Background: an optimization exercise with open tools, aiming at small area. Do not read the settings as production practice. RTL that was checked went through simulation tests only; none was proved equivalent to the original. No functional check of the RTL was part of run 1. Power is estimated from default activity; no workload was simulated.

### flow/constraint.sdc
create_clock -name core_clock -period 10.0 [get_ports {clk}]
set_input_delay 2.0000 -clock core_clock [delete_from_list [all_inputs] [get_ports {clk}]]
set_output_delay 2.0000 -clock core_clock [all_outputs]
set_load 0.01 [all_outputs]
### flow/standard.sh
#!/bin/bash
# synth_recipe.tcl (not shown) runs the flow's synth.tcl, then flattens the netlist and writes it again
# the make line also repeats each setting of config.mk as NAME=value (left out here)
make -C /OpenROAD-flow-scripts/flow DESIGN_CONFIG=/design/flow/config.mk WORK_HOME=/design/flow/orfs CLKGATE_MAP_FILE= SYNTH_SCRIPT=/design/flow/synth_recipe.tcl "${@:-finish}"
### flow/design.v
module keyboard(
    input  wire       clk,
    input  wire       reset,
    input  wire [3:0] row,
    output wire [3:0] col,
    output wire [2:0] dpos,
    output wire       kb_en,     
    output wire [1:0] kb_cls     
);
reg [7:0] c200;
reg [2:0] m5;
reg [2:0] dp;
reg       ninit;
reg [15:0] key;      
reg ev1, ev2;
reg dg1, dg2;
wire disp_end = c200[1] & ~c200[2] & ~c200[4] & ~c200[5] & ~c200[6] & ~c200[7];
wire kb_end   = disp_end & m5[2];
wire [3:0] p  = ~row & ~key[3:0];
always @(posedge clk, posedge reset) begin
    if (reset) begin
        c200 <= 8'b00000110;
        m5 <= 0; dp <= 0; ninit <= 0; ev1 <= 0; ev2 <= 0;
        key <= 0;
    end else begin
        ninit <= 1'b1;
        c200 <= {c200[6:0], c200[7] ^ c200[5] ^ (c200[3] & ~c200[4])};
        if (disp_end) begin
            m5 <= {m5[1] & m5[0], m5[1] ^ m5[0], ~m5[0] & ~m5[2]};
            dp <= dp + 3'd1;
        end
        if (kb_end) key <= {~row, key[15:4]};
        ev1 <= kb_end & (|p);
        ev2 <= ev1;
    end
end
always @(posedge clk) begin
    dg1 <= p[3] & ~p[2] & ~p[1] & ~p[0] & (dp[1:0] != 2'd0);
    dg2 <= dg1;
end
wire [1:0] cpos = dp[1:0] - m5[1:0];
assign col    = ninit ? ~(4'b0001 << cpos) : 4'b1111;
assign dpos   = dp;
assign kb_en  = ev2;
assign kb_cls = {dg2 & dp[1], dg2 & ~(dp[1] & dp[0])};
endmodule
module state_machine(
    input wire clk,set,rst,sure,check,
    input wire [1:0] kb_cls,
    input wire kb_en,
    input wire [2:0] dpos,
    output reg [6:0] led,
    output reg led0,led1,led2,led3
    );
localparam W=2'd0, E=2'd1, ADV=2'd2, RET=2'd3;
localparam IDLE1=3'd0, a0=3'd1, a1=3'd2, a2=3'd3, a3=3'd4, a4=3'd5;
reg [1:0] ph;
reg [2:0] st1, nst1;
reg [5:0] mi, temp;
reg [1:0] n;
wire l0 = ~led0;                        
wire is_idle = (ph == RET) | ((ph == W) & l0);
wire is_s0   = (ph == E) & l0;
wire att     = (ph == E) & led0;
wire is_s7   = ((ph == W) & led3) | ((ph == ADV) & led2);
wire wr0 = kb_en & (n == 2'b10);
wire wr1 = kb_en & (n == 2'b01);
wire wr2 = kb_en & (n == 2'b00);
always @(posedge clk or posedge rst) begin
    if (rst) n <= 2'b10;
    else if (sure) n <= 2'b10;
    else if ((ph == E) & kb_en) n <= n - 2'b01;
end
always @(posedge clk or posedge rst) begin
    if (rst) temp <= 6'd0;
    else if (att) begin
        if (wr0) temp[5:4] <= kb_cls;
        if (wr1) temp[3:2] <= kb_cls;
        if (wr2) temp[1:0] <= kb_cls;
    end else temp <= 6'd0;
end
always @(posedge clk or posedge rst) begin
    if (rst) mi <= 6'd0;
    else if (is_s0) begin
        if (wr0) mi[5:4] <= kb_cls;
        if (wr1) mi[3:2] <= kb_cls;
        if (wr2) mi[1:0] <= kb_cls;
    end else if (is_idle) mi <= 6'd0;
end
always @(*) begin
    case (st1)
    IDLE1: nst1 = check ? a0 : IDLE1;
    a0: nst1 = (temp[5:4] == 2'b00) ? a0 : (temp[5:4] == mi[5:4]) ? a1 : a4;
    a1: nst1 = (temp[3:2] == 2'b00) ? a1 : (temp[3:2] == mi[3:2]) ? a2 : a4;
    a2: nst1 = (temp[1:0] == 2'b00) ? a2 : (temp[1:0] == mi[1:0]) ? a3 : a4;
    a3: nst1 = sure ? IDLE1 : a3;
    a4: nst1 = sure ? IDLE1 : a4;
    default: nst1 = IDLE1;
    endcase
end
always @(posedge clk or posedge rst) begin
    if (rst) begin
        ph <= W; st1 <= IDLE1; led0 <= 0; led1 <= 0; led2 <= 0; led3 <= 0;
    end else begin
        st1 <= nst1;
        case (ph)
        W:   if (l0 ? set : (check & ~led3)) ph <= E;
        E:   if (sure) ph <= (led0 & (st1 == a3)) ? RET : ADV;
        ADV: ph <= (check & ~led2) ? E : W;
        RET: ph <= set ? E : W;
        endcase
        if (ph == ADV) {led3, led2, led1, led0} <= {led2, led1, led0, 1'b1};
        if (ph == RET) {led3, led2, led1, led0} <= 4'b0000;
    end
end
reg [1:0] dig;
wire [5:0] x = temp | (mi & {6{is_s0}});    
always @(*) begin
    case (dpos)
    3'd5: dig = x[1:0];
    3'd6: dig = x[3:2];
    3'd7: dig = x[5:4];
    default: dig = 2'b00;
    endcase
    if (is_idle) led = 7'b0000001;
    else if (is_s7) led = 7'b0111000;
    else if (ph != E) led = 7'b1111111;
    else case (dig)
        2'b01: led = 7'b1001111;
        2'b10: led = 7'b0010010;
        2'b11: led = 7'b0000110;
        default: led = 7'b1111111;
        endcase
end
endmodule
module lock(
    input wire clk,set1,rst,sure,check,
    input  wire [3:0] row,
    output wire  [3:0] col,
    output wire[7:0] led_en,
    output wire[6:0] led,
    output wire led0,led1,led2,led3
    );
wire kb_en;
wire [1:0] kb_cls;
wire [2:0] dpos;
keyboard u_keyboard(
.clk(clk),.reset(rst),.row(row),.col(col),.dpos(dpos),.kb_en(kb_en),.kb_cls(kb_cls)
);
assign led_en = ~(8'b00000001 << dpos);
state_machine u_state_machine(
.clk(clk),.rst(rst),.sure(sure),.check(check),.set(set1),.kb_cls(kb_cls),.kb_en(kb_en),.dpos(dpos),.led(led),.led0(led0),.led1(led1),.led2(led2),.led3(led3)
);
endmodule
### flow/config.mk
export PLATFORM = sky130hd
export DESIGN_NAME = lock
export DESIGN_NICKNAME = lock
export VERILOG_FILES = /design/flow/design.v
export SDC_FILE = /design/flow/constraint.sdc
export NUM_CORES = 4
export LEC_CHECK = 0
export CAP_MARGIN = 20
export CORE_MARGIN = 2
export CORE_UTILIZATION = 40
export CTS_BUF_LIST = sky130_fd_sc_hd__clkbuf_4
export CTS_CLUSTER_SIZE = 30
export SLEW_MARGIN = 20
### flow/flow/run.sh
#!/bin/bash
# Own layout flow: the standard ORFS flow with three changes:
#  - synthesis maps with an area-oriented ABC script and leaves half/full
#    adders to ABC (no adder cell extraction); registers are untouched;
#  - ports are buffered with buf_1;
# Each step's full output goes to ORFS's own logs; make's output to make.log.
set -euo pipefail
here=$(pwd)
export MY_ABC_SCRIPT="$here/flow/area.abc"
bash standard.sh SYNTH_SCRIPT="$here/flow/synth.tcl" ADDER_MAP_FILE= \
  "BUFFER_PORTS_ARGS=-buffer_cell sky130_fd_sc_hd__buf_1" finish > "$here/make.log" 2>&1
### flow/flow/synth.tcl
proc synth {args} { yosys synth -nofsm -noshare {*}$args }
proc abc {args} {
  set i [lsearch -exact $args -script]
  if {$i >= 0} { set args [lreplace $args [expr {$i+1}] [expr {$i+1}] $::env(MY_ABC_SCRIPT)] }
  yosys abc {*}$args
}
source $::env(SCRIPTS_DIR)/synth.tcl
# left out here: clear keep_hierarchy, flatten, clean up, hide names made inside functions, write 1_2_yosys.v
### flow/flow/area.abc
strash
&get -n
&st
&dch
&nf -R 1000
&put
==> metrics.md, run 1 <==
| Metric | Value |
|---|---|
| Run status | no timing/DRC/antenna violations |
| Cells after Synth | 237 |
| Clk latency of the worst-skew pair | 0.39 ns |
| Worst hold margin | 0.343 ns |
| Routability cong. | 0.873 |
| Fillers | 608 |
| Leak | approximately 1.3 nW |
| Final hold vios | 0 |
| Root Driver | clkbuf_4 |
| Top_reg_cell synth | dfrtp_1 |
| ANT cells | 0 |
| Boundary Pins | 32 |
| Register area | 1450 um2 |
| Core Rows | 29 |
| Maximum clock rate | 230 MHz |
| First-pass DRT Iterations | 4 |
| Area of the multi-input gates | 1080 um2 |
| Initial DRC count | 103 |
| Worst R2R End | u_keyboard.key[0] |
| RSZ-0062 raised after global routing | no |
| Share of cells above drive strength 1 | 7.34% |
| Seq cells post-synth | 58 |
| Synth async-reset ratio | 96.6% |
| Post-synthesis cell area | 2550 um2 |
| Starting Density | around 40% |
| Vias/cell | 5.16 |
| Worst setup startpoint | u_state_machine.ph[1] |
| Clock Sinks | 58 |
| Period minus WS final | 4.34 ns |
| Setup Viol. Count Final | 0 |
| Largest net degree at the start of global routing | 57 |
| Design Power | 0.000542 W |
| R2R cell count | 5 |
| CTS buffer count | 9 |
| Post-synth cell types | 37 |
| Max-Slew Margin vs Limit | 44.6% |
| Seq/Total Area, Yosys | 56.7% |
| Max Slew Vio Count | 0 |
| CTS resizes | 0 |
| Setup Fix Bufs, Post-CTS | 0 |
| Initial antenna violation count | 0 |
| H-Tree Depth | 3 |
| Crit-path max FO | 10 |
| Clock slew at reported path FFs | 0.10 ns |
| Slew @ Worst Pin | 0.829 ns |
| Via count | 1874 |
| Die height | 83.8 um |
| HP Class | reg -> reg |
| CP endpoint kind | output port |
| Worst endpoint required time | 8.00 ns |
| WP data arrival | ~2.3 ns |
| Max-cap viol count | 0 |
| Worst r2r src | u_keyboard.c200[1] |
| Fin crit share | 43.4% |
| Buffers on Ports | 31 |
| Setup crit start kind | register |
| Die width | 83.8 um |
| CP endpoint | led[5] |
| Warnings from Yosys | 2 |
| Peak supply drop | 0.000136 V |
| Final setup TNS | 0 ns |
| Syn Nets | roughly 250 |
| First-pass GRT wire length | between 8 and 9 mm |
| Hold-fix buffers at CTS | 0 |
| Nets | between 200 and 300 |
| WL/cell | 13.6 um |
| Vias in the first global route | 1821 |
| Drt drc | 0 |
| Antenna viol nets, final | 0 |
| Power Dens Cells | 186 nW/um2 |
| Area growth syn-to-layout | 14.1% |
| CTS tree | done |
| Flop2flop setup slack | 7.63 ns |
| DP HPWL | 3.53 mm |
| Clk buf depth | 2 |
| Die area | 7020 um2 |
| Post-synth EDFFs | 0 |
| Total grt overflow | 0 |
| Avg Synthesized Cell Area | 10.7 um2 |
| Core area | 6240 um2 |
| Drt total wl | between 4 and 5 mm |
| Critical path type | reg -> out |
| Worst Skew | 0.0105 ns |
| Aggregate global-route resource usage | 15.1% |
final cells by class:
class                      instances  area share [%]
tap                               77            3.31
multi-input combinational        172            37.0
sequential                        58            49.7
clock inverter                     6            1.98
clock buffer                      10            2.58
inverter                           7           0.904
timing repair buffer              33            4.52
registers in the layout, summed over array words and instances (netlist names), 2 cells and up:
name                  count
u_keyboard.m5             3
u_keyboard.c200           8
u_state_machine.mi        6
u_keyboard.key           16
u_keyboard.dp             3
u_state_machine.temp      6
u_state_machine.ph        2
u_state_machine.n         2
u_state_machine.st1       3
layer usage:
metal  track usage (%)  share of wire (%)
met3              6.73                4.3
met4              6.16                1.9
met2              24.4                 48
met5                 0                  0
met1              17.7                 46
cell families after synthesis:
group           share of synthesized area (%)
other cells                             0.147
mux                                      7.51
flops                                    56.7
buf+inv                                  1.03
compound gates                           12.9
xor+xnor                                 4.13
simple gates                             17.6
cell usage after synthesis (2+ instances only):
cell | count | share of area, %
dfrtp_1 | 53 | 52
nand2_1 | 26 | 3.8
o21ai_0 | 22 | 4.3
nor2_1 | 18 | 2.7
mux2_1 | 17 | 7.5
a21oi_1 | 14 | 2.8
clkinv_1 | 7 | 1.0
nor2b_1 | 7 | 1.7
xor2_1 | 7 | 2.4
nand3_1 | 5 | 0.98
nand3b_1 | 5 | 1.5
xnor2_1 | 5 | 1.7
nand4_1 | 4 | 0.98
o22ai_1 | 4 | 0.98
a22o_1 | 3 | 1.0
a22oi_1 | 3 | 0.88
dfstp_2 | 3 | 3.1
nand2b_1 | 3 | 0.74
nor3_1 | 3 | 0.59
nor3b_1 | 3 | 0.88
nor4b_1 | 3 | 1.0
or3_1 | 3 | 0.74
a21o_1 | 2 | 0.59
and2_0 | 2 | 0.49
and3_1 | 2 | 0.49
dfxtp_1 | 2 | 1.6
where the power goes:
group	internal [W]	switching, W	total, W
sequential	0.000247	0.0000167	0.000263
clock	0.0000774	0.0000815	0.000159
combinational	0.0000389	0.0000809	0.000120
placed cells by master, fill, tap and decap left out, types with 4 or more instances in the layout:
| cell type | synthesis | final |
|---|---|---|
| o21ai_0 | 22 | 22 |
| mux2_1 | 17 | 17 |
| nor2b_1 | 7 | 7 |
| clkinv_1 | 7 | 7 |
| nand3_1 | 5 | 5 |
| nor2_1 | 18 | 18 |
| a21oi_1 | 14 | 14 |
| buf_1 | 0 | 31 |
| xor2_1 | 7 | 7 |
| nand2_1 | 26 | 26 |
| nand4_1 | 4 | 4 |
| o22ai_1 | 4 | 4 |
| xnor2_1 | 5 | 5 |
| clkbuf_4 | 0 | 10 |
| dfrtp_1 | 53 | 53 |
| nand3b_1 | 5 | 5 |
worst min path at each step:
stage | startpoint | to | slack, ns | cells past startpoint
after floorplan | u_keyboard.dg1 | u_keyboard.dg2 | 0.31 | 0
after global placement | u_keyboard.dg1 | u_keyboard.dg2 | 0.31 | 0
after detailed placement | u_keyboard.dg1 | u_keyboard.dg2 | 0.32 | 0
after CTS | u_keyboard.dg1 | u_keyboard.dg2 | 0.34 | 0
after global routing | u_keyboard.dg1 | u_keyboard.dg2 | 0.35 | 0
final | u_keyboard.dg1 | u_keyboard.dg2 | 0.34 | 0
worst max-delay path: stages, from the launching register on:
cell	delay, ns
dfrtp_1	0.43
clkinv_1	0.11
nand2_1	0.11
nor2_1	0.43
a21oi_1	0.13
o22a_1	0.20
o21ai_0	0.11
a21oi_1	0.13
and2_0	0.20
buf_1	0.12
stage by stage:
| stage | instances | cell area, um2 | setup WS, ns | utilization, % |
|---|---|---|---|---|
| final | 363 | 2910 | 5.66 | 46.6 |
| after global routing | 363 | 2910 | 5.35 | 46.6 |
| after CTS | 363 | 2910 | 5.62 | 46.6 |
| after detailed placement | 347 | 2780 | 6.05 | 44.5 |
| after global placement | 347 | 2780 | 6.15 | 44.5 |
| after floorplan | 237 | 2550 | 6.31 | - |
==> run 2: changes to the inputs <==
--- a/flow/design.v
+++ b/flow/design.v
@@ -53,26 +53,36 @@
     output reg led0,led1,led2,led3
     );
-localparam W=2'd0, E=2'd1, ADV=2'd2, RET=2'd3;
+localparam W=2'b00, E=2'b01, ADV=2'b11, RET=2'b10;
 localparam IDLE1=3'd0, a0=3'd1, a1=3'd2, a2=3'd3, a3=3'd4, a4=3'd5;
+localparam N0=2'b10, N1=2'b01, N2=2'b00, N3=2'b11;
 reg [1:0] ph;
 reg [2:0] st1, nst1;
-reg [5:0] mi, temp;
-reg [1:0] n;
-wire l0 = ~led0;                        
+reg [5:0] temp;
+reg [5:0] mi;
+reg [1:0] n, nn;
+wire l0 = ~led0;
+wire is_e    = (ph == E);
 wire is_idle = (ph == RET) | ((ph == W) & l0);
-wire is_s0   = (ph == E) & l0;
-wire att     = (ph == E) & led0;
 wire is_s7   = ((ph == W) & led3) | ((ph == ADV) & led2);
-wire wr0 = kb_en & (n == 2'b10);
-wire wr1 = kb_en & (n == 2'b01);
-wire wr2 = kb_en & (n == 2'b00);
+wire cmp_off = l0 & ((ph == E) | (ph == ADV));
+wire wr0 = kb_en & (n == N0);
+wire wr1 = kb_en & (n == N1);
+wire wr2 = kb_en & (n == N2);
+always @(*) begin
+    case (n)
+    N0: nn = N1;
+    N1: nn = N2;
+    N2: nn = N3;
+    default: nn = N0;
+    endcase
+end
 always @(posedge clk or posedge rst) begin
-    if (rst) n <= 2'b10;
-    else if (sure) n <= 2'b10;
-    else if ((ph == E) & kb_en) n <= n - 2'b01;
+    if (rst) n <= N0;
+    else if (sure) n <= N0;
+    else if (is_e & kb_en) n <= nn;
 end
 always @(posedge clk or posedge rst) begin
     if (rst) temp <= 6'd0;
-    else if (att) begin
+    else if (is_e) begin
         if (wr0) temp[5:4] <= kb_cls;
         if (wr1) temp[3:2] <= kb_cls;
@@ -80,18 +90,16 @@
     end else temp <= 6'd0;
 end
-always @(posedge clk or posedge rst) begin
-    if (rst) mi <= 6'd0;
-    else if (is_s0) begin
-        if (wr0) mi[5:4] <= kb_cls;
-        if (wr1) mi[3:2] <= kb_cls;
-        if (wr2) mi[1:0] <= kb_cls;
-    end else if (is_idle) mi <= 6'd0;
+always @(posedge clk) begin
+    if ((ph == ADV) & l0) mi <= temp;
 end
+wire [1:0] t0 = cmp_off ? 2'b00 : temp[5:4];
+wire [1:0] t1 = cmp_off ? 2'b00 : temp[3:2];
+wire [1:0] t2 = cmp_off ? 2'b00 : temp[1:0];
 always @(*) begin
     case (st1)
     IDLE1: nst1 = check ? a0 : IDLE1;
-    a0: nst1 = (temp[5:4] == 2'b00) ? a0 : (temp[5:4] == mi[5:4]) ? a1 : a4;
-    a1: nst1 = (temp[3:2] == 2'b00) ? a1 : (temp[3:2] == mi[3:2]) ? a2 : a4;
-    a2: nst1 = (temp[1:0] == 2'b00) ? a2 : (temp[1:0] == mi[1:0]) ? a3 : a4;
+    a0: nst1 = (t0 == 2'b00) ? a0 : (t0 == mi[5:4]) ? a1 : a4;
+    a1: nst1 = (t1 == 2'b00) ? a1 : (t1 == mi[3:2]) ? a2 : a4;
+    a2: nst1 = (t2 == 2'b00) ? a2 : (t2 == mi[1:0]) ? a3 : a4;
     a3: nst1 = sure ? IDLE1 : a3;
     a4: nst1 = sure ? IDLE1 : a4;
@@ -115,15 +123,13 @@
 end
 reg [1:0] dig;
-wire [5:0] x = temp | (mi & {6{is_s0}});    
 always @(*) begin
-    case (dpos)
-    3'd5: dig = x[1:0];
-    3'd6: dig = x[3:2];
-    3'd7: dig = x[5:4];
+    case ({is_e, dpos})
+    4'b1101: dig = temp[1:0];
+    4'b1110: dig = temp[3:2];
+    4'b1111: dig = temp[5:4];
     default: dig = 2'b00;
     endcase
     if (is_idle) led = 7'b0000001;
     else if (is_s7) led = 7'b0111000;
-    else if (ph != E) led = 7'b1111111;
     else case (dig)
         2'b01: led = 7'b1001111;
==> metrics.md, run 2 <==
| Metric | Value |
|---|---|
| Run status | no timing/DRC/antenna violations (unchanged) |
| Total grt overflow | 0 (unchanged) |
| Core area | 5960 um2 (was 6240 um2) |
| Largest regs | u_keyboard.key x16, u_keyboard.c200 x8 (unchanged) |
| Period minus WS final | 4.23 ns (was 4.34 ns) |
| First-pass GRT wire length | 8.21 mm (was 8.25 mm) |
| Commonest cells in the netlist | dfrtp_1, nand2_1, nor2_1 (was dfrtp_1, nand2_1, o21ai_0) |
| Peak supply drop | 0.000121 V (was 0.000136 V) |
| Area growth syn-to-layout | 14.9% (was 14.1%) |
| Max Slew Vio Count | 0 (unchanged) |
| Drt total wl | 4.76 mm (was 4.93 mm) |
| Nets | 277 (was 290) |
| Hold-fix buffers at CTS | 0 (unchanged) |
| Setup crit start kind | register (unchanged) |
| Setup Viol. Count Final | 0 (unchanged) |
| Cells after Synth | 225 (was 237) |
| Warnings from Yosys | 2 (unchanged) |
| Seq cells post-synth | 58 (unchanged) |
| Die height | 82.8 um (was 83.8 um) |
| First-pass DRT Iterations | 4 (unchanged) |
| Final hold vios | 0 (unchanged) |
| CP endpoint kind | output port (unchanged) |
| Die area | 6860 um2 (was 7020 um2) |
| Worst r2r src | u_keyboard.c200[1] (unchanged) |
| Largest register FFs | 16 (unchanged) |
| Power Dens Cells | 196 nW/um2 (was 186 nW/um2) |
| Worst Skew | 0.0122 ns (was 0.0105 ns) |
| Fillers | 564 (was 608) |
| Clk buf depth | 2 (unchanged) |
| Top cell type's share of synthesized area | 47.4% (was 52.1%) |
| WP data arrival | 2.23 ns (was 2.34 ns) |
| Via count | 1752 (was 1874) |
| Largest net degree at the start of global routing | 51 (was 57) |
| Max-cap viol count | 0 (unchanged) |
| H-Tree Depth | 3 (unchanged) |
| Share of cells above drive strength 1 | 6.59% (was 7.34%) |
| Aggregate global-route resource usage | 16.6% (was 15.1%) |
| Vias in the first global route | 1820 (was 1821) |
| Avg Synthesized Cell Area | 11.0 um2 (was 10.7 um2) |
| Starting Density | 41.7% (was 40.8%) |
| Worst hold margin | 0.328 ns (was 0.343 ns) |
| Buffers on Ports | 31 (unchanged) |
| Routability cong. | 0.801 (was 0.873) |
| Max-Slew Margin vs Limit | 43.6% (was 44.6%) |
| Critical path type | reg -> out (unchanged) |
| Final setup TNS | 0 ns (unchanged) |
| Boundary Pins | 32 (unchanged) |
| Fin crit share | 42.3% (was 43.4%) |
| Clk latency of the worst-skew pair | 0.39 ns (about the same) |
| Commonest non-fill, non-tap cell in the layout | dfrtp_1 (unchanged) |
| Antenna viol nets, final | 0 (unchanged) |
| Worst setup startpoint | u_state_machine.ph[1] (unchanged) |
| CTS resizes | 0 (unchanged) |
| Initial antenna violation count | 0 (unchanged) |
| RSZ-0062 raised after global routing | no (unchanged) |
| Top-count cell post-synth | dfrtp_1 (unchanged) |
| WL/cell | 13.7 um (was 13.6 um) |
| Setup Fix Bufs, Post-CTS | 0 (unchanged) |
| Synth area leaders | dfrtp_1, mux2_1, edfxtp_1 (was dfrtp_1, mux2_1, o21ai_0) |
| DP HPWL | 3.43 mm (was 3.53 mm) |
| Post-synthesis cell area | 2480 um2 (was 2550 um2) |
| Initial DRC count | 26 (was 103) |
| Leak | 1.28 nW (was 1.31 nW) |
| CTS buffer count | 9 (unchanged) |
| ANT cells | 0 (unchanged) |
| Clock Sinks | 58 (unchanged) |
| Drt drc | 0 (unchanged) |
| Maximum clock rate | 237 MHz (was 230 MHz) |
| Synth async-reset ratio | 86.2% (was 96.6%) |
| Vias/cell | 5.03 (was 5.16) |
| Slew @ Worst Pin | 0.845 ns (was 0.829 ns) |
| Hold wc startpoint | u_keyboard.dg1 (unchanged) |
| Top_reg_cell synth | dfrtp_1 (unchanged) |
| Post-synth cell types | 36 (was 37) |
| Crit-path max FO | 9 (was 10) |
| Largest reg by FF count | u_keyboard.key (unchanged) |
| Root Driver | clkbuf_4 (unchanged) |
| HP Class | reg -> reg (unchanged) |
| Syn Nets | 234 (was 246) |
| Core Rows | 28 (was 29) |
| Post-synth EDFFs | 6 (was 0) |
| Seq/Total Area, Yosys | 59.4% (was 56.7%) |
| Dominant cell type by area after synthesis | dfrtp_1 (unchanged) |
| Worst endpoint required time | 8.00 ns (about the same) |
| Most frequent cells in the layout | dfrtp_1, nand2_1, buf_1 (was dfrtp_1, buf_1, nand2_1) |
| Die width | 82.8 um (was 83.8 um) |
| Clock slew at reported path FFs | 0.10 ns (about the same) |
| CTS tree | done (unchanged) |
==> run 2: path summary, 6_finish.rpt <==
path                       depth (start not counted)  slack [ns]                       to
hold reg to reg                                    0        0.33           u_keyboard.dg2
setup reg to reg                                   4        7.80        u_keyboard.key[3]
min in group asynchronous                          2        1.72        u_keyboard.key[4]
max in group asynchronous                          2        7.77  u_state_machine.temp[0]
hold / removal                                     0        0.33           u_keyboard.dg2
setup / recovery                                   8        5.77                   led[2]
==> run 2: kinds of logic (layout without fill, tap and decap cells) <==
kind of cell | Yosys count | in the layout | share of synthesized area, %
buffers and inverters | 8 | 56 | 1.21
xor gates and xnor gates | 12 | 12 | 4.23
and+or+nand+nor | 90 | 90 | 17.8
other | 1 | 1 | 0.151
DFF | 58 | 58 | 59.4
AOI/OAI and AO/OA | 38 | 38 | 9.07
muxes | 18 | 18 | 8.16
==> run 2: power by group <==
part	total [W]	internal, W	switching [W]
logic	0.000106	0.0000351	0.0000709
clock network	0.000182	0.0000987	0.0000829
registers	0.000271	0.000254	0.0000178
total	0.000559	0.000387	0.000172
==> run 2: cell type report <==
| type | instances | area (um2) | area share [%] |
|---|---|---|---|
| repair buffers | 32 | 124 | 4.34 |
| multi-input cells | 159 | 978 | 34.3 |
| flip-flops and latches | 58 | 1480 | 51.7 |
| well taps | 75 | 93.8 | 3.29 |
| inverters | 8 | 31.3 | 1.10 |
| clock buffers | 9 | 67.6 | 2.37 |
| clock inverters | 7 | 82.6 | 2.89 |
==> run 2: stage by stage <==
stage / cells / power, W / instance area [um2] / worst slack (ns) / util [%]
2_1_floorplan: 225 / 0.000345 / 2480 / 6.36 / -
3_3_place_gp: 332 / 0.000382 / 2700 / 6.28 / 45.4
3_5_place_dp: 332 / 0.000384 / 2700 / 6.21 / 45.4
4_1_cts: 348 / 0.000568 / 2850 / 5.76 / 47.9
5_1_grt: 348 / 0.000594 / 2850 / 5.57 / 47.9
6_report: 348 / 0.000559 / 2850 / 5.77 / 47.9
==> run 2: routing by layer <==
metal,GRT usage (%),part of all wire [%],vias up
li1,-,-,875
met5,0,0,-
met2,28.4,50,30
met4,5.90,1.4,0
met3,6.82,5.1,7
met1,18.6,44,840
==> run 2: critical path: stages, from the launching register on <==
cell      delay, ns
dfrtp_1        0.49
clkinv_1       0.16
nand2_1        0.21
nor2_1         0.10
a22oi_1        0.20
nand2_1        0.13
nor3_1         0.22
or2_0          0.16
buf_1          0.17
==> run 3: changes to the inputs <==
--- a/flow/design.v
+++ b/flow/design.v
@@ -13,14 +13,15 @@
 reg       ninit;
 reg [15:0] key;      
+reg       first;     
 reg ev1, ev2;
 reg dg1, dg2;
 wire disp_end = c200[1] & ~c200[2] & ~c200[4] & ~c200[5] & ~c200[6] & ~c200[7];
 wire kb_end   = disp_end & m5[2];
-wire [3:0] p  = ~row & ~key[3:0];
+wire [3:0] p  = ~row & ~(key[3:0] & {4{~first}});
 always @(posedge clk, posedge reset) begin
     if (reset) begin
         c200 <= 8'b00000110;
         m5 <= 0; dp <= 0; ninit <= 0; ev1 <= 0; ev2 <= 0;
-        key <= 0;
+        first <= 1'b1;
     end else begin
         ninit <= 1'b1;
@@ -30,5 +31,5 @@
             dp <= dp + 3'd1;
         end
-        if (kb_end) key <= {~row, key[15:4]};
+        if (kb_end & dp[1] & dp[0]) first <= 1'b0;
         ev1 <= kb_end & (|p);
         ev2 <= ev1;
@@ -36,4 +37,5 @@
 end
 always @(posedge clk) begin
+    if (kb_end) key <= {~row, key[15:4]};
     dg1 <= p[3] & ~p[2] & ~p[1] & ~p[0] & (dp[1:0] != 2'd0);
     dg2 <= dg1;
@@ -82,7 +84,6 @@
     else if (is_e & kb_en) n <= nn;
 end
-always @(posedge clk or posedge rst) begin
-    if (rst) temp <= 6'd0;
-    else if (is_e) begin
+always @(posedge clk) begin
+    if (is_e) begin
         if (wr0) temp[5:4] <= kb_cls;
         if (wr1) temp[3:2] <= kb_cls;
==> flow/flow/run.sh (replaced) <==
#!/bin/bash
# Own layout flow: the standard ORFS flow with these changes:
#  - synthesis maps with an area-oriented ABC script and leaves half/full
#    adders to ABC (no adder cell extraction); registers are untouched;
#  - ports are buffered with buf_1;
#  - clock tree synthesis inserts no dummy load cells.
# Each step's full output goes to ORFS's own logs under orfs/logs; make's
# output goes to make.log here.
set -euo pipefail
here=$(pwd)
export MY_ABC_SCRIPT="$here/flow/area.abc"
bash standard.sh SYNTH_SCRIPT="$here/flow/synth.tcl" ADDER_MAP_FILE= \
  "BUFFER_PORTS_ARGS=-buffer_cell sky130_fd_sc_hd__buf_1" \
  "CTS_ARGS=-sink_clustering_enable -repair_clock_nets -dont_use_dummy_load -buf_list sky130_fd_sc_hd__clkbuf_4" \
  finish > "$here/make.log" 2>&1
--- a/flow/config.mk
+++ b/flow/config.mk
@@ -10,4 +10,3 @@
 export CORE_UTILIZATION = 40
 export CTS_BUF_LIST = sky130_fd_sc_hd__clkbuf_4
-export CTS_CLUSTER_SIZE = 30
 export SLEW_MARGIN = 20
==> metrics.md, run 3 <==
| Metric | Value |
|---|---|
| Run status | no timing/DRC/antenna violations (unchanged) |
| Post-synth EDFFs | 22 (was 6) |
| Hold wc startpoint | u_keyboard.dg1 (unchanged) |
| Most frequent cells in the layout | buf_1, nand2_1, dfrtp_1 (was dfrtp_1, nand2_1, buf_1) |
| Seq cells post-synth | 59 (was 58) |
| First-pass GRT wire length | 7.50 mm (was 8.21 mm) |
| Maximum clock rate | 239 MHz (was 237 MHz) |
| Vias in the first global route | 1646 (was 1820) |
| RSZ-0062 raised after global routing | no (unchanged) |
| Fin crit share | 41.8% (was 42.3%) |
| Max incr delay on CP | 0.48 ns (was 0.49 ns) |
| Warnings from Yosys | 2 (unchanged) |
| Setup crit start kind | register (unchanged) |
| ANT cells | 0 (unchanged) |
| Cells after Synth | 228 (was 225) |
| Commonest non-fill, non-tap cell in the layout | buf_1 (was dfrtp_1) |
| Die width | 82.3 um (was 82.8 um) |
| Fin util | 46.2% (was 47.9%) |
| Post-synth cell types | 35 (was 36) |
| Seq/Total Area, Yosys | 63.3% (was 59.4%) |
| Worst endpoint required time | 8.00 ns (about the same) |
| Clk buf depth | 2 (unchanged) |
| R2R cell count | 5 (was 4) |
| Syn Nets | 237 (was 234) |
| Worst r2r src | u_keyboard.c200[1] (unchanged) |
| Die area | 6770 um2 (was 6860 um2) |
| Avg Synthesized Cell Area | 10.8 um2 (was 11.0 um2) |
| Power Dens Cells | 184 nW/um2 (was 196 nW/um2) |
| Die height | 82.3 um (was 82.8 um) |
| Crit-path most repeated cell | nand2_1 (unchanged) |
| Fin cells | 344 (was 348) |
| Area growth syn-to-layout | 11.6% (was 14.9%) |
| CTS tree | done (unchanged) |
| H-Tree Depth | 3 (unchanged) |
| CP endpoint kind | output port (unchanged) |
| Fillers | 580 (was 564) |
| Largest regs | u_keyboard.key x16, u_keyboard.c200 x8 (unchanged) |
| Drt total wl | 4.64 mm (was 4.76 mm) |
| Final setup TNS | 0 ns (unchanged) |
| Peak supply drop | 0.0000928 V (was 0.000121 V) |
| First-pass DRT Iterations | 4 (unchanged) |
| Aggregate global-route resource usage | 15.5% (was 16.6%) |
| Crit-path max FO | 9 (unchanged) |
| Buffers on Ports | 31 (unchanged) |
| Area of the multi-input gates | 833 um2 (was 978 um2) |
| Drt drc | 0 (unchanged) |
| Hold-fix buffers at CTS | 0 (unchanged) |
| Share of cells above drive strength 1 | 5.58% (was 6.59%) |
| HP Class | reg -> reg (unchanged) |
| Setup Viol. Count Final | 0 (unchanged) |
| Max-cap viol count | 0 (unchanged) |
| Max-Slew Margin vs Limit | 59.0% (was 43.6%) |
| Slowest stage cell, crit path | dfrtp_1 (unchanged) |
| Largest net degree at the start of global routing | 30 (was 51) |
| Critical path type | reg -> out (unchanged) |
| Placed Cells | 335 (was 332) |
| Nets | 280 (was 277) |
| Synth async-reset ratio | 49.2% (was 86.2%) |
| CP Cell Sequence | clkinv_1 -> nand2_1 -> nor2_1 -> a22oi_1 -> nand2_1 -> nor3_1 -> or2_0 -> buf_1 (unchanged) |
| WP data arrival | 2.18 ns (was 2.23 ns) |
| Worst hold path cell count | 0 (unchanged) |
| Starting Density | 41.4% (was 41.7%) |
| Clock slew at reported path FFs | 0.09 ns (was 0.10 ns) |
| CTS buffer count | 9 (unchanged) |
| Root Driver | clkbuf_4 (unchanged) |
| Largest register FFs | 16 (unchanged) |
| Design Power | 0.000503 W (was 0.000559 W) |
| Worst Skew | 0.0335 ns (was 0.0122 ns) |
| Antenna viol nets, final | 0 (unchanged) |
| Via count | 1736 (was 1752) |
| Initial antenna violation count | 0 (unchanged) |
| Top_reg_cell synth | dfrtp_1 (unchanged) |
| Setup Fix Bufs, Post-CTS | 0 (unchanged) |
| Worst R2R End | u_keyboard.key[10] (was u_keyboard.key[3]) |
| Post-synthesis cell area | 2450 um2 (was 2480 um2) |
| Worst setup startpoint | u_state_machine.ph[1] (unchanged) |
| Commonest cells in the netlist | nand2_1, dfrtp_1, edfxtp_1 (was dfrtp_1, nand2_1, nor2_1) |
| Worst setup margin | 5.82 ns (was 5.77 ns) |
| Total grt overflow | 0 (unchanged) |
| Max Slew Vio Count | 0 (unchanged) |
| DP HPWL | 3.32 mm (was 3.43 mm) |
| Final hold vios | 0 (unchanged) |
| Register area | 1550 um2 (was 1480 um2) |
| Slew @ Worst Pin | 0.613 ns (was 0.845 ns) |
| Top-count cell post-synth | nand2_1 (was dfrtp_1) |
| Initial DRC count | 111 (was 26) |
| WL/cell | 13.5 um (was 13.7 um) |
| Clk latency of the worst-skew pair | 0.38 ns (was 0.39 ns) |
| Synth area leaders | edfxtp_1, dfrtp_1, dfxtp_1 (was dfrtp_1, mux2_1, edfxtp_1) |
| Largest reg by FF count | u_keyboard.key (unchanged) |
| Setup WS pre-CTS | 6.23 ns (was 6.21 ns) |
| Core Rows | 28 (unchanged) |
| Clock Sinks | 59 (was 58) |
| Leak | 1.03 nW (was 1.28 nW) |
| Vias/cell | 5.05 (was 5.03) |
| CTS resizes | 0 (unchanged) |
| Min-Delay Endpoint | u_keyboard.dg2 (unchanged) |
| Flop2flop setup slack | 7.91 ns (was 7.80 ns) |
| Dominant cell type by area after synthesis | edfxtp_1 (was dfrtp_1) |
| Routability cong. | 0.780 (was 0.801) |
| Period minus WS final | 4.18 ns (was 4.23 ns) |
| Top cell type's share of synthesized area | 26.9% (was 47.4%) |
| Boundary Pins | 32 (unchanged) |
| Core area | 5920 um2 (was 5960 um2) |
==> run 3: through the flow <==
step	instance area, um2	hold WS [ns]
4_1_cts	2740	0.336
3_5_place_dp	2670	0.318
2_1_floorplan	2450	0.310
3_3_place_gp	2670	0.311
5_1_grt	2740	0.352
6_report	2740	0.332
==> run 3: layer usage <==
layer | global-route usage, % | part of all wire, % | vias up
met5 | 0 | 0 | -
met4 | 8.50 | 1.0 | 0
met3 | 3.59 | 3.3 | 4
met2 | 25.9 | 49 | 33
met1 | 18.3 | 47 | 812
li1 | - | - | 887
==> run 3: critical path, delay by kind of cell (launching register included) <==
kind | cells | cell delay, ns
AO/OA/AOI/OAI | 1 | 0.19
AND/OR/NAND/NOR | 5 | 0.81
buffers and inverters | 2 | 0.32
flip-flops | 1 | 0.48
==> run 3: where the power goes <==
group | total [W] | switching (W) | leakage (nW) | internal (W)
Sequential | 0.000286 | 0.0000191 | 0.642 | 0.000267
Clock | 0.000114 | 0.0000721 | 0.0414 | 0.0000418
Combinational | 0.000103 | 0.0000685 | 0.342 | 0.0000345
==> run 3: layout make-up <==
class	count	area share [%]
multi-input cells	151	30.4
well taps	75	3.43
inverters	18	2.47
repair buffers	32	4.52
flip-flops and latches	59	56.7
clock buffers	9	2.47
==> run 3: cell families after synthesis <==
logic type      after synthesis  synth area share (%)
simple gates                 92                  18.4
flops                        59                  63.3
compound gates               46                  11.2
buf+inv                      18                  2.75
xor+xnor                     12                  4.29
other cells                   1                 0.153
==> run 3: how the worst max path moves through the flow <==
stage               endpoint  slack (ns)  cells past startpoint
floorplan             led[2]        6.36                      7
global placement      led[2]        6.32                      8
detailed placement    led[2]        6.23                      8
CTS                   led[2]        5.79                      8
global route          led[2]        5.59                      8
finish                led[2]        5.82                      8
==> run 4: changes to the inputs <==
--- a/flow/config.mk
+++ b/flow/config.mk
@@ -8,5 +8,5 @@
 export CAP_MARGIN = 20
 export CORE_MARGIN = 2
-export CORE_UTILIZATION = 40
+export CORE_UTILIZATION = 65
 export CTS_BUF_LIST = sky130_fd_sc_hd__clkbuf_4
 export SLEW_MARGIN = 20
==> metrics.md, run 4 <==
| Metric | Value |
|---|---|
| Share of cells above drive strength 1 | 5.58% (unchanged) |
| Synth async-reset ratio | 49.2% (unchanged) |
| Max-Slew Margin vs Limit | 59.1% (was 59.0%) |
| Clock Sinks | 59 (unchanged) |
| Critical path type | reg -> out (unchanged) |
| Flop2flop setup slack | 7.87 ns (was 7.91 ns) |
| Sw Share | 31.9% (was 31.8%) |
| Buf/Inv on CP | 2 (unchanged) |
| Design Power | 0.000504 W (was 0.000503 W) |
| Warnings from Yosys | 2 (unchanged) |
| DP HPWL | 3.12 mm (was 3.32 mm) |
| Max Slew Vio Count | 0 (unchanged) |
| Commonest non-fill, non-tap cell in the layout | buf_1 (unchanged) |
| Most frequent cells in the layout | buf_1, nand2_1, dfrtp_1 (unchanged) |
| Placed Cells | 308 (was 335) |
| H-Tree Depth | 3 (unchanged) |
| Nets | 280 (unchanged) |
| Avg Synthesized Cell Area | 10.8 um2 (unchanged) |
| Synth area leaders | edfxtp_1, dfrtp_1, dfxtp_1 (unchanged) |
| RSZ-0062 raised after global routing | no (unchanged) |
| Worst endpoint required time | 8.00 ns (about the same) |
| CP top delay family | simple AND/OR/NAND/NOR gates (unchanged) |
| Root Driver | clkbuf_4 (unchanged) |
| Final hold vios | 0 (unchanged) |
| First-pass DRT Iterations | 4 (unchanged) |
| Vias/cell | 5.56 (was 5.05) |
| Clock slew at reported path FFs | 0.07 ns (was 0.09 ns) |
| Top cell type's share of synthesized area | 26.9% (unchanged) |
| Largest register FFs | 16 (unchanged) |
| Clk buf depth | 2 (unchanged) |
| Initial antenna violation count | 0 (unchanged) |
| Setup Viol. Count Final | 0 (unchanged) |
| Vias in the first global route | 1562 (was 1646) |
| CP Cell Sequence | clkinv_1 -> nand2_1 -> nor2_1 -> a22oi_1 -> nand2_1 -> nor3_1 -> or2_0 -> buf_1 (unchanged) |
| Clock Power Share | 22.1% (was 22.7%) |
| Final std cell area, no fill | 2700 um2 (was 2740 um2) |
| Aggregate global-route resource usage | 24.0% (was 15.5%) |
| Post-synthesis cell area | 2450 um2 (unchanged) |
| HP Class | reg -> reg (unchanged) |
| Worst setup margin | 5.73 ns (was 5.82 ns) |
| Via count | 1763 (was 1736) |
| Buffers on Ports | 31 (unchanged) |
| Top_reg_cell synth | dfrtp_1 (unchanged) |
| ANT cells | 0 (unchanged) |
| Maximum clock rate | 234 MHz (was 239 MHz) |
| CTS buffer count | 9 (unchanged) |
| Die area | 4280 um2 (was 6770 um2) |
| Die height | 65.4 um (was 82.3 um) |
| Drt total wl | 4.56 mm (was 4.64 mm) |
| Reg power frac | 56.9% (was 56.8%) |
| Run status | no timing/DRC/antenna violations (unchanged) |
| Peak supply drop | 0.000124 V (was 0.0000928 V) |
| Leak | 1.03 nW (unchanged) |
| Syn Nets | 237 (unchanged) |
| Top-count cell post-synth | nand2_1 (unchanged) |
| Area growth syn-to-layout | 10.3% (was 11.6%) |
| Core Rows | 22 (was 28) |
| Fin cells | 317 (was 344) |
| Core area | 3630 um2 (was 5920 um2) |
| Worst Skew | 0.0221 ns (was 0.0335 ns) |
| Slew @ Worst Pin | 0.612 ns (was 0.613 ns) |
| Power Dens Cells | 186 nW/um2 (was 184 nW/um2) |
| Cells after Synth | 228 (unchanged) |
| Clk latency of the worst-skew pair | 0.39 ns (was 0.38 ns) |
| Period minus WS final | 4.27 ns (was 4.18 ns) |
| Final setup TNS | 0 ns (unchanged) |
| Seq/Total Area, Yosys | 63.3% (unchanged) |
| Sw power | 0.000161 W (was 0.000160 W) |
| CP endpoint kind | output port (unchanged) |
| First-pass GRT wire length | 7.39 mm (was 7.50 mm) |
| Routability cong. | 0.855 (was 0.780) |
| WL/cell | 14.4 um (was 13.5 um) |
| Crit-path most repeated cell | nand2_1 (unchanged) |
| Drt drc | 0 (unchanged) |
| Largest regs | u_keyboard.key x16, u_keyboard.c200 x8 (unchanged) |
| Hold-fix buffers at CTS | 0 (unchanged) |
| Largest net degree at the start of global routing | 30 (unchanged) |
| Slowest stage cell, crit path | dfrtp_1 (unchanged) |
| Max-cap viol count | 0 (unchanged) |
| Initial DRC count | 166 (was 111) |
| Fin crit share | 42.7% (was 41.8%) |
| Area after DPL | 2640 um2 (was 2670 um2) |
| Largest reg by FF count | u_keyboard.key (unchanged) |
| CTS tree | done (unchanged) |
| Commonest cells in the netlist | nand2_1, dfrtp_1, edfxtp_1 (unchanged) |
| Starting Density | 67.5% (was 41.4%) |
| Setup crit start kind | register (unchanged) |
| Fillers | 285 (was 580) |
| Total grt overflow | 0 (unchanged) |
| Post-synth EDFFs | 22 (unchanged) |
| Die width | 65.4 um (was 82.3 um) |
| Seq cells post-synth | 59 (unchanged) |
| Combinational Power Share | 21.0% (was 20.5%) |
| Boundary Pins | 32 (unchanged) |
| Crit-path max FO | 9 (unchanged) |
| Internal cell power | 0.000343 W (about the same) |
| Dominant cell type by area after synthesis | edfxtp_1 (unchanged) |
| WP data arrival | 2.27 ns (was 2.18 ns) |
| Max incr delay on CP | 0.50 ns (was 0.48 ns) |
| Setup WS pre-CTS | 6.22 ns (was 6.23 ns) |
| Antenna viol nets, final | 0 (unchanged) |
| Post-synth cell types | 35 (unchanged) |
| Setup Fix Bufs, Post-CTS | 0 (unchanged) |
| CTS resizes | 0 (unchanged) |
[run 4: cell counts after synthesis]
Identical to the previous run, type by type.
[run 4: kinds of logic after synthesis]
kind of cell / Yosys count / synth area share (%)
other: 1 / 0.153
flip-flops: 59 / 63.3
AND/OR/NAND/NOR: 92 / 18.4
XOR/XNOR: 12 / 4.29
AO/OA/AOI/OAI: 46 / 11.2
buffers and inverters: 18 / 2.75
[run 4: final timing paths]
check	start	to	cells after the start
min	u_keyboard.dg1	u_keyboard.dg2	0
min in group asynchronous	rst	u_state_machine.st1[2]	2
max reg2reg	u_keyboard.c200[1]	u_keyboard.key[7]	5
max	u_state_machine.ph[1]	led[2]	8
max in group asynchronous	rst	u_keyboard.ev2	2
min reg2reg	u_keyboard.dg1	u_keyboard.dg2	0
[run 4: layout make-up]
type                    count  area [um2]  area share [%]
repair buffers             32         124            4.58
flip-flops and latches     59        1550            57.4
well taps                  48        60.1            2.22
inverters                  18        67.6            2.50
clock buffers               9        67.6            2.50
multi-input cells         151         833            30.8
[run 4: power by group through the flow]
stage | registers [W] | clock network, W | logic (W)
global placement | 0.000290 | 0 | 0.000104
detailed placement | 0.000290 | 0 | 0.000104
floorplan | 0.000290 | 0 | 0.0000693
finish | 0.000287 | 0.000111 | 0.000106
CTS | 0.000286 | 0.000114 | 0.000105
global route | 0.000289 | 0.000123 | 0.000120
[run 4: stage by stage]
stage / util, % / hold slack [ns]
finish: 74.4 / 0.335
global route: 74.4 / 0.342
CTS: 74.4 / 0.334
detailed placement: 72.6 / 0.319
global placement: 72.6 / 0.319
floorplan: - / 0.310
[run 4: worst reg2reg max path, delay by kind of cell (launching register included)]
kind                   cells  cell delay (ns)
buffers and inverters      2             0.53
and+or+nand+nor            3             0.71
DFF                        1             0.53
[run 4: metal layers]
metal  share of wire (%)  GRT usage (%)
met5                   0              0
met4                 1.8           12.5
met3                 4.4           6.34
met2                  48           37.1
met1                  46           31.4
==> run 5: changes to the inputs <==
--- a/flow/design.v
+++ b/flow/design.v
@@ -53,10 +53,15 @@
     input wire [2:0] dpos,
     output reg [6:0] led,
-    output reg led0,led1,led2,led3
+    output wire led0,led1,led2,led3
     );
 localparam W=2'b00, E=2'b01, ADV=2'b11, RET=2'b10;
-localparam IDLE1=3'd0, a0=3'd1, a1=3'd2, a2=3'd3, a3=3'd4, a4=3'd5;
+localparam IDLE1=3'b000, a0=3'b010, a1=3'b011, a2=3'b001, a3=3'b100, a4=3'b110;
 localparam N0=2'b10, N1=2'b01, N2=2'b00, N3=2'b11;
 reg [1:0] ph;
+reg [2:0] lv;    
+assign led0 = lv[0] | lv[2];
+assign led1 = lv[1];
+assign led2 = lv[2];
+assign led3 = lv[2] & ~lv[0];
 reg [2:0] st1, nst1;
 reg [5:0] temp;
@@ -94,13 +99,21 @@
     if ((ph == ADV) & l0) mi <= temp;
 end
-wire [1:0] t0 = cmp_off ? 2'b00 : temp[5:4];
-wire [1:0] t1 = cmp_off ? 2'b00 : temp[3:2];
-wire [1:0] t2 = cmp_off ? 2'b00 : temp[1:0];
+reg [1:0] ts, ms;
+always @(*) begin
+    case (st1)
+    a0: begin ts = temp[5:4]; ms = mi[5:4]; end
+    a1: begin ts = temp[3:2]; ms = mi[3:2]; end
+    a2: begin ts = temp[1:0]; ms = mi[1:0]; end
+    default: begin ts = 2'b00; ms = 2'b00; end
+    endcase
+end
+wire go = (|ts) & ~cmp_off;
+wire eq = (ts == ms);
 always @(*) begin
     case (st1)
     IDLE1: nst1 = check ? a0 : IDLE1;
-    a0: nst1 = (t0 == 2'b00) ? a0 : (t0 == mi[5:4]) ? a1 : a4;
-    a1: nst1 = (t1 == 2'b00) ? a1 : (t1 == mi[3:2]) ? a2 : a4;
-    a2: nst1 = (t2 == 2'b00) ? a2 : (t2 == mi[1:0]) ? a3 : a4;
+    a0: nst1 = ~go ? a0 : eq ? a1 : a4;
+    a1: nst1 = ~go ? a1 : eq ? a2 : a4;
+    a2: nst1 = ~go ? a2 : eq ? a3 : a4;
     a3: nst1 = sure ? IDLE1 : a3;
     a4: nst1 = sure ? IDLE1 : a4;
@@ -110,5 +123,5 @@
 always @(posedge clk or posedge rst) begin
     if (rst) begin
-        ph <= W; st1 <= IDLE1; led0 <= 0; led1 <= 0; led2 <= 0; led3 <= 0;
+        ph <= W; st1 <= IDLE1; lv <= 3'b000;
     end else begin
         st1 <= nst1;
@@ -119,6 +132,6 @@
         RET: ph <= set ? E : W;
         endcase
-        if (ph == ADV) {led3, led2, led1, led0} <= {led2, led1, led0, 1'b1};
-        if (ph == RET) {led3, led2, led1, led0} <= 4'b0000;
+        if (ph == ADV) lv <= {lv[1], lv[0], ~lv[2]};
+        if (ph == RET) lv <= 3'b000;
     end
 end
==> flow/flow/run.sh (replaced) <==
#!/bin/bash
# Own layout flow: the standard ORFS flow with these changes:
#  - synthesis maps the combinational logic with several area-oriented ABC
#    scripts (flow/abc_*.script) and keeps the smallest result, and leaves
#    half/full adders to ABC (no adder cell extraction); registers are
#    untouched;
#  - ports are buffered with buf_1;
#  - clock tree synthesis inserts no dummy load cells.
# Each step's full output goes to ORFS's own logs under orfs/logs; make's
# output goes to make.log here.
set -euo pipefail
here=$(pwd)
export MY_ABC_SCRIPTS="$(ls "$here"/flow/abc_*.script | tr '\n' ' ')"
bash standard.sh SYNTH_SCRIPT="$here/flow/synth.tcl" ADDER_MAP_FILE= \
  "BUFFER_PORTS_ARGS=-buffer_cell sky130_fd_sc_hd__buf_1" \
  "CTS_ARGS=-sink_clustering_enable -repair_clock_nets -dont_use_dummy_load -buf_list sky130_fd_sc_hd__clkbuf_4" \
  finish > "$here/make.log" 2>&1
==> flow/flow/abc_s1.script (new file) <==
strash
&get -n
&st
&dch
&nf -R 1000
&put
==> flow/flow/abc_s10.script (new file) <==
strash
&get -n
&st
&dch
&nf -R 1000
&put
strash
&get -n
&st
&dch
&nf -R 1000
&put
==> flow/flow/abc_s8.script (new file) <==
strash
&get -n
&st
&syn2
&dch -f
&nf -R 1000
&put
==> flow/flow/abc_s9.script (new file) <==
strash
balance; rewrite; refactor; balance; rewrite; rewrite -z; balance; refactor -z; rewrite -z; balance
dch -f
amap
==> flow/flow/synth.tcl (replaced) <==
proc synth {args} { yosys synth -nofsm -noshare {*}$args }
proc my_abc_area {lib} {
  set f [file join $::env(OBJECTS_DIR) my_abc_stat.txt]
  yosys tee -q -o $f stat -liberty $lib
  set fh [open $f r]; set txt [read $fh]; close $fh
  if {[regexp {Chip area for module '[^']*': ([0-9.]+)} $txt -> a]} { return $a }
  return 1e12
}
proc abc {args} {
  set i [lsearch -exact $args -script]
  set lib [lindex $args [expr {[lsearch -exact $args -liberty] + 1}]]
  yosys design -save my_pre_abc
  set best ""; set besta 1e12
  foreach s $::env(MY_ABC_SCRIPTS) {
    yosys design -load my_pre_abc
    yosys abc {*}[lreplace $args [expr {$i+1}] [expr {$i+1}] $s]
    yosys opt_clean
    set a [my_abc_area $lib]
    puts "MY_ABC: $s area $a"
    if {$a < $besta} { set besta $a; set best $s }
  }
  puts "MY_ABC: using $best (area $besta)"
  yosys design -load my_pre_abc
  yosys abc {*}[lreplace $args [expr {$i+1}] [expr {$i+1}] $best]
}
source $::env(SCRIPTS_DIR)/synth.tcl
# left out here: clear keep_hierarchy, flatten, clean up, hide names made inside functions, write 1_2_yosys.v
removed: flow/flow/area.abc
==> metrics.md, run 5 <==
| Metric | Value |
|---|---|
| Worst endpoint required time | 8.00 ns (about the same) |
| Commonest non-fill, non-tap cell in the layout | nor2_1 (was buf_1) |
| HP Class | reg -> reg (unchanged) |
| Nets | 281 (was 280) |
| Max-Slew Margin vs Limit | 61.8% (was 59.1%) |
| Routability cong. | 0.869 (was 0.855) |
| Avg Synthesized Cell Area | 10.2 um2 (was 10.8 um2) |
| Starting Density | 69.2% (was 67.5%) |
| R2R cell count | 8 (was 5) |
| Flop2flop setup slack | 7.77 ns (was 7.87 ns) |
| Largest net degree at the start of global routing | 29 (was 30) |
| Slowest stage cell, crit path | dfrtp_1 (unchanged) |
| CTS resizes | 0 (unchanged) |
| Maximum clock rate | 226 MHz (was 234 MHz) |
| Largest regs | u_keyboard.key x16, u_keyboard.c200 x8 (unchanged) |
| Warnings from Yosys | 2 (unchanged) |
| Leak | 0.967 nW (was 1.03 nW) |
| Max Slew Vio Count | 0 (unchanged) |
| Clk latency of the worst-skew pair | 0.38 ns (was 0.39 ns) |
| Critical path type | reg -> out (unchanged) |
| Fin cells | 316 (was 317) |
| Final setup TNS | 0 ns (unchanged) |
| Top-count cell post-synth | nor2_1 (was nand2_1) |
| Max-cap viol count | 0 (unchanged) |
| WP data arrival | 2.43 ns (was 2.27 ns) |
| Area growth syn-to-layout | 10.6% (was 10.3%) |
| Root Driver | clkbuf_4 (unchanged) |
| Post-synth cell types | 25 (was 35) |
| Boundary Pins | 32 (unchanged) |
| Post-synthesis cell area | 2350 um2 (was 2450 um2) |
| Post-synth EDFFs | 22 (unchanged) |
| Die width | 64.1 um (was 65.4 um) |
| Top_reg_cell synth | dfrtp_1 (unchanged) |
| Setup Viol. Count Final | 0 (unchanged) |
| Clock Sinks | 58 (was 59) |
| Final hold vios | 0 (unchanged) |
| Largest register FFs | 16 (unchanged) |
| Seq/Total Area, Yosys | 65.1% (was 63.3%) |
| Vias/cell | 5.64 (was 5.56) |
| Seq cells post-synth | 58 (was 59) |
| Crit-path max FO | 11 (was 9) |
| Hold wc startpoint | u_keyboard.dg1 (unchanged) |
| ANT cells | 0 (unchanged) |
| Clk buf depth | 2 (unchanged) |
| CP endpoint kind | output port (unchanged) |
| Dominant cell type by area after synthesis | edfxtp_1 (unchanged) |
| Worst R2R End | u_state_machine.st1[2] (was u_keyboard.key[7]) |
| Max incr delay on CP | 0.45 ns (was 0.50 ns) |
| Core area | 3390 um2 (was 3630 um2) |
| Peak supply drop | 0.000134 V (was 0.000124 V) |
| First-pass GRT wire length | 7.49 mm (was 7.39 mm) |
| Synth async-reset ratio | 48.3% (was 49.2%) |
| Worst hold path cell count | 0 (unchanged) |
| Clock slew at reported path FFs | 0.09 ns (was 0.07 ns) |
| Worst Skew | 0.0242 ns (was 0.0221 ns) |
| CTS buffer count | 9 (unchanged) |
| First-pass DRT Iterations | 5 (was 4) |
| Die area | 4110 um2 (was 4280 um2) |
| Drt total wl | 4.36 mm (was 4.56 mm) |
| Aggregate global-route resource usage | 24.9% (was 24.0%) |
| Buf/Inv on CP | 3 (was 2) |
| Worst hold margin | 0.350 ns (was 0.335 ns) |
| Placed Cells | 307 (was 308) |
| Top cell type's share of synthesized area | 28.2% (was 26.9%) |
| Period minus WS final | 4.43 ns (was 4.27 ns) |
| Total grt overflow | 0 (unchanged) |
| Syn Nets | 238 (was 237) |
| H-Tree Depth | 3 (unchanged) |
| Buffers on Ports | 31 (unchanged) |
| Crit. path cell count | 9 (was 8) |
| DP HPWL | 3.25 mm (was 3.12 mm) |
| Most frequent cells in the layout | nor2_1, clkinv_1, buf_1 (was buf_1, nand2_1, dfrtp_1) |
| WL/cell | 13.8 um (was 14.4 um) |
| Vias in the first global route | 1698 (was 1562) |
| Fin util | 76.6% (was 74.4%) |
| Antenna viol nets, final | 0 (unchanged) |
| Synth area leaders | edfxtp_1, dfrtp_1, dfxtp_1 (unchanged) |
| Setup Fix Bufs, Post-CTS | 0 (unchanged) |
| Core Rows | 21 (was 22) |
| CTS tree | done (unchanged) |
| CP top delay family | simple AND/OR/NAND/NOR gates (unchanged) |
| Setup crit start kind | register (unchanged) |
| Share of cells above drive strength 1 | 5.56% (was 5.58%) |
| Die height | 64.1 um (was 65.4 um) |
| Cells after Synth | 229 (was 228) |
| RSZ-0062 raised after global routing | no (unchanged) |
| Run status | no timing/DRC/antenna violations (unchanged) |
| Drt drc | 0 (unchanged) |
| CP Cell Sequence | clkinv_1 -> nor2_1 -> clkinv_1 -> nor2_1 -> a22oi_1 -> o21ai_0 -> nor3_1 -> or2_0 -> buf_1 (was clkinv_1 -> nand2_1 -> nor2_1 -> a22oi_1 -> nand2_1 -> nor3_1 -> or2_0 -> buf_1) |
| Initial antenna violation count | 0 (unchanged) |
| Worst r2r src | u_state_machine.st1[0] (was u_keyboard.c200[1]) |
| Largest reg by FF count | u_keyboard.key (unchanged) |
| Commonest cells in the netlist | nor2_1, clkinv_1, dfrtp_1 (was nand2_1, dfrtp_1, edfxtp_1) |
| Initial DRC count | 180 (was 166) |
| Hold-fix buffers at CTS | 0 (unchanged) |
| Via count | 1783 (was 1763) |
| Power Dens Cells | 180 nW/um2 (was 186 nW/um2) |
| Fin crit share | 44.3% (was 42.7%) |
| Slew @ Worst Pin | 0.569 ns (was 0.612 ns) |
| Min-Delay Endpoint | u_keyboard.dg2 (unchanged) |
==> run 5: worst register-to-register path: cells and delay by family, from the launching register on <==
kind                   cells  cell delay, ns
buffers and inverters      2            0.25
AO/OA/AOI/OAI              3            0.65
flip-flops                 1            0.43
AND/OR/NAND/NOR            3            0.81
==> run 5: logic make-up (layout without fill, tap and decap cells) <==
kind of cell	after synthesis	count (layout)	share of synthesized area [%]
other	1	1	0.160
buffers and inverters	40	81	6.40
AND/OR/NAND/NOR	81	81	15.0
AO/OA/AOI/OAI	49	49	13.4
flip-flops	58	58	65.1
==> run 5: stage by stage <==
step	setup WS, ns	area, um2	total power (W)
6_report	5.57	2590	0.000468
2_1_floorplan	6.30	2350	0.000331
3_5_place_dp	5.97	2530	0.000363
3_3_place_gp	6.13	2530	0.000358
5_1_grt	5.24	2590	0.000494
4_1_cts	5.56	2590	0.000470
==> run 5: worst max-delay path by stage <==
stage                           from      to  slack (ns)
2_1_floorplan  u_state_machine.ph[0]  led[2]        6.30
3_3_place_gp   u_state_machine.ph[0]  led[2]        6.13
6_report       u_state_machine.ph[0]  led[2]        5.57
4_1_cts        u_state_machine.ph[0]  led[2]        5.56
5_1_grt        u_state_machine.ph[0]  led[2]        5.24
3_5_place_dp   u_state_machine.ph[0]  led[2]        5.97
==> run 5: cell type report <==
| class | instances | area, um2 |
|---|---|---|
| Sequential cell | 58 | 1530 |
| Fill cell | 221 | 795 |
| Multi-Input combinational cell | 131 | 669 |
| Inverter | 40 | 150 |
| Timing Repair Buffer | 32 | 124 |
| Clock buffer | 9 | 67.6 |
| Tap cell | 46 | 57.6 |
==> run 5: power breakdown <==
part	leakage, nW	switching [W]	total, W	internal (W)
logic	0.301	0.0000621	0.0000870	0.0000249
clock network	0.0414	0.0000686	0.000110	0.0000417
registers	0.625	0.0000112	0.000271	0.000260
==> run 5: routing by layer <==
layer  track usage (%)  share of wire (%)
met1              31.3                 46
met2              38.9                 46
met3              6.16                5.1
met4              15.2                2.5
met5                 0                  0
==> run 6: changes to the inputs <==
--- a/flow/design.v
+++ b/flow/design.v
@@ -18,9 +18,9 @@
 wire disp_end = c200[1] & ~c200[2] & ~c200[4] & ~c200[5] & ~c200[6] & ~c200[7];
 wire kb_end   = disp_end & m5[2];
-wire [3:0] p  = ~row & ~(key[3:0] & {4{~first}});
+wire [3:0] p  = ~row & (key[3:0] | {4{first}});
 always @(posedge clk, posedge reset) begin
     if (reset) begin
         c200 <= 8'b00000110;
-        m5 <= 0; dp <= 0; ninit <= 0; ev1 <= 0; ev2 <= 0;
+        m5 <= 0; dp <= 0; ninit <= 0; ev2 <= 0;
         first <= 1'b1;
     end else begin
@@ -32,10 +32,10 @@
         end
         if (kb_end & dp[1] & dp[0]) first <= 1'b0;
-        ev1 <= kb_end & (|p);
         ev2 <= ev1;
     end
 end
 always @(posedge clk) begin
-    if (kb_end) key <= {~row, key[15:4]};
+    ev1 <= kb_end & (|p);
+    if (kb_end) key <= {row, key[15:4]};
     dg1 <= p[3] & ~p[2] & ~p[1] & ~p[0] & (dp[1:0] != 2'd0);
     dg2 <= dg1;
@@ -45,5 +45,5 @@
 assign dpos   = dp;
 assign kb_en  = ev2;
-assign kb_cls = {dg2 & dp[1], dg2 & ~(dp[1] & dp[0])};
+assign kb_cls = {dg2 & dp[1], dg2 & ~dp[0]};   
 endmodule
 module state_machine(
==> flow/flow/abc_t2.script (new file) <==
strash
dch -f
amap
==> flow/flow/abc_t3.script (new file) <==
strash
balance; rewrite; refactor; balance; rewrite; rewrite -z; balance; refactor -z; rewrite -z; balance
balance; rewrite; refactor; balance; rewrite; rewrite -z; balance; refactor -z; rewrite -z; balance
dch -f
amap
==> flow/flow/abc_t7.script (new file) <==
strash
balance; rewrite; refactor; balance; rewrite; rewrite -z; balance; refactor -z; rewrite -z; balance
dch -f
amap
strash
balance; rewrite; refactor; balance; rewrite; rewrite -z; balance; refactor -z; rewrite -z; balance
dch -f
amap
==> flow/flow/abc_t8.script (new file) <==
strash
fraig
balance; rewrite; refactor; balance; rewrite; rewrite -z; balance; refactor -z; rewrite -z; balance
dch -f
amap
removed: flow/flow/abc_s8.script
==> metrics.md, run 6 <==
| Metric | Value |
|---|---|
| Run status | no timing/DRC/antenna violations (unchanged) |
| Worst Skew | 0.0308 ns (was 0.0242 ns) |
| WP data arrival | 2.42 ns (was 2.43 ns) |
| Worst hold path cell count | 0 (unchanged) |
| Share of cells above drive strength 1 | 5.43% (was 5.56%) |
| Top cell type's share of synthesized area | 28.6% (was 28.2%) |
| Die width | 63.6 um (was 64.1 um) |
| WL/cell | 14.8 um (was 13.8 um) |
| Reg power frac | 56.4% (was 57.8%) |
| Drt total wl | 4.50 mm (was 4.36 mm) |
| Buf/Inv on CP | 3 (unchanged) |
| Most frequent cells in the layout | nor2_1, clkinv_1, buf_1 (unchanged) |
| DP HPWL | 3.21 mm (was 3.25 mm) |
| Syn Nets | 226 (was 238) |
| Fin crit share | 44.2% (was 44.3%) |
| Core area | 3360 um2 (was 3390 um2) |
| Synth async-reset ratio | 46.6% (was 48.3%) |
| Final setup TNS | 0 ns (unchanged) |
| Crit-path max FO | 12 (was 11) |
| Leak | 0.940 nW (was 0.967 nW) |
| Post-synth EDFFs | 22 (unchanged) |
| Sw Share | 31.4% (was 30.3%) |
| Top-count cell post-synth | nor2_1 (unchanged) |
| Sw power | 0.000152 W (was 0.000142 W) |
| Largest reg by FF count | u_keyboard.key (unchanged) |
| ANT cells | 0 (unchanged) |
| Peak supply drop | 0.000107 V (was 0.000134 V) |
| Commonest cells in the netlist | nor2_1, clkinv_1, dfrtp_1 (unchanged) |
| Die height | 63.6 um (was 64.1 um) |
| Routability cong. | 0.955 (was 0.869) |
| Warnings from Yosys | 2 (unchanged) |
| Area growth syn-to-layout | 10.8% (was 10.6%) |
| Combinational Power Share | 21.0% (was 18.6%) |
| Worst setup margin | 5.58 ns (was 5.57 ns) |
| Internal cell power | 0.000331 W (was 0.000326 W) |
| Fillers | 244 (was 221) |
| Period minus WS final | 4.42 ns (was 4.43 ns) |
| HP Class | reg -> reg (unchanged) |
| First-pass DRT Iterations | 7 (was 5) |
| Synth area leaders | edfxtp_1, dfrtp_1, dfxtp_1 (unchanged) |
| Setup crit start kind | register (unchanged) |
| Maximum clock rate | 226 MHz (about the same) |
| Root Driver | clkbuf_4 (unchanged) |
| Post-synth cell types | 27 (was 25) |
| Largest register FFs | 16 (unchanged) |
| Max-Slew Margin vs Limit | 38.4% (was 61.8%) |
| Worst r2r src | u_state_machine.st1[0] (unchanged) |
| Slowest stage cell, crit path | dfrtp_1 (unchanged) |
| CP Cell Sequence | clkinv_1 -> nor2_1 -> clkinv_1 -> nor2_1 -> a22oi_1 -> o21ai_0 -> nor3_1 -> or2_0 -> buf_1 (unchanged) |
| Top_reg_cell synth | dfrtp_1 (unchanged) |
| Max-cap viol count | 0 (unchanged) |
| Avg Synthesized Cell Area | 10.6 um2 (was 10.2 um2) |
| CP endpoint kind | output port (unchanged) |
| Post-synthesis cell area | 2310 um2 (was 2350 um2) |
| Starting Density | 68.6% (was 69.2%) |
| CTS tree | done (unchanged) |
| Nets | 269 (was 281) |
| Via count | 1785 (was 1783) |
| R2R cell count | 7 (was 8) |
| CP top delay family | simple AND/OR/NAND/NOR gates (unchanged) |
| Antenna viol nets, final | 0 (unchanged) |
| H-Tree Depth | 3 (unchanged) |
| Vias in the first global route | 1690 (was 1698) |
| Initial antenna violation count | 0 (unchanged) |
| Setup WS pre-CTS | 6.07 ns (was 5.97 ns) |
| Max incr delay on CP | 0.38 ns (was 0.45 ns) |
| Final hold vios | 0 (unchanged) |
| Total grt overflow | 0 (unchanged) |
| Flop2flop setup slack | 7.54 ns (was 7.77 ns) |
| Initial DRC count | 192 (was 180) |
| RSZ-0062 raised after global routing | no (unchanged) |
[run 6: cell types whose count changed in the layout (fill, tap and decap cells not counted), moves of 2 or more]
cell,delta
nand2_1,-9
a21oi_1,-8
clkinv_1,-5
o21a_1,+3
a22oi_1,+2
nand3_1,+2
nor3_1,+2
o221ai_1,-2
[run 6: cells by family (layout without fill, tap and decap cells)]
| group | Yosys count | in the layout | synth area share [%] |
|---|---|---|---|
| simple gates | 76 | 76 | 14.4 |
| flops | 58 | 58 | 65.9 |
| compound gates | 48 | 48 | 14.0 |
| buf+inv | 34 | 75 | 5.53 |
| other cells | 1 | 1 | 0.162 |
[run 6: per-layer routing]
layer  share of wire (%)  up-vias  wire (um)  global-route usage, %
met5                   0        -          0                      0
met4                 1.7        0         78                   14.1
met3                 6.8       15        306                   6.25
met2                  47       85       2130                   38.6
met1                  44      837       1990                   32.7
li1                    -      848          -                      -
[run 6: final cells by class]
class	instances	area [um2]	share of cell area, %
clock buffer	9	67.6	2.64
inverter	34	128	4.99
multi-input combinational	125	659	25.8
sequential	58	1520	59.5
tap	46	57.6	2.25
timing repair buffer	32	124	4.84
[run 6: stage by stage]
| stage | instances | power [W] | hold WS [ns] | instance area, um2 | utilization (%) |
|---|---|---|---|---|---|
| detailed placement | 295 | 0.000375 | 0.315 | 2490 | 74.0 |
| CTS | 304 | 0.000484 | 0.334 | 2560 | 76.0 |
| floorplan | 217 | 0.000339 | 0.310 | 2310 | - |
| global route | 304 | 0.000510 | 0.345 | 2560 | 76.0 |
| global placement | 295 | 0.000372 | 0.311 | 2490 | 74.0 |
| finish | 304 | 0.000483 | 0.332 | 2560 | 76.0 |
[run 6: how the worst max path moves through the flow]
stage	end	startpoint	depth (start not counted)
floorplan	led[2]	u_keyboard.dp[1]	7
global placement	led[2]	u_state_machine.ph[0]	9
detailed placement	led[2]	u_state_machine.ph[0]	9
CTS	led[2]	u_state_machine.ph[1]	8
global route	led[2]	u_state_machine.ph[0]	9
finish	led[2]	u_state_machine.ph[0]	9
[run 6: power by group through the flow]
stage	Combinational [W]	Clock [W]	Sequential (W)
after floorplan	0.0000637	0	0.000275
after global placement	0.0000969	0	0.000275
after detailed placement	0.0000990	0	0.000276
after CTS	0.000100	0.000112	0.000271
after global routing	0.000113	0.000123	0.000274
final	0.000102	0.000109	0.000272
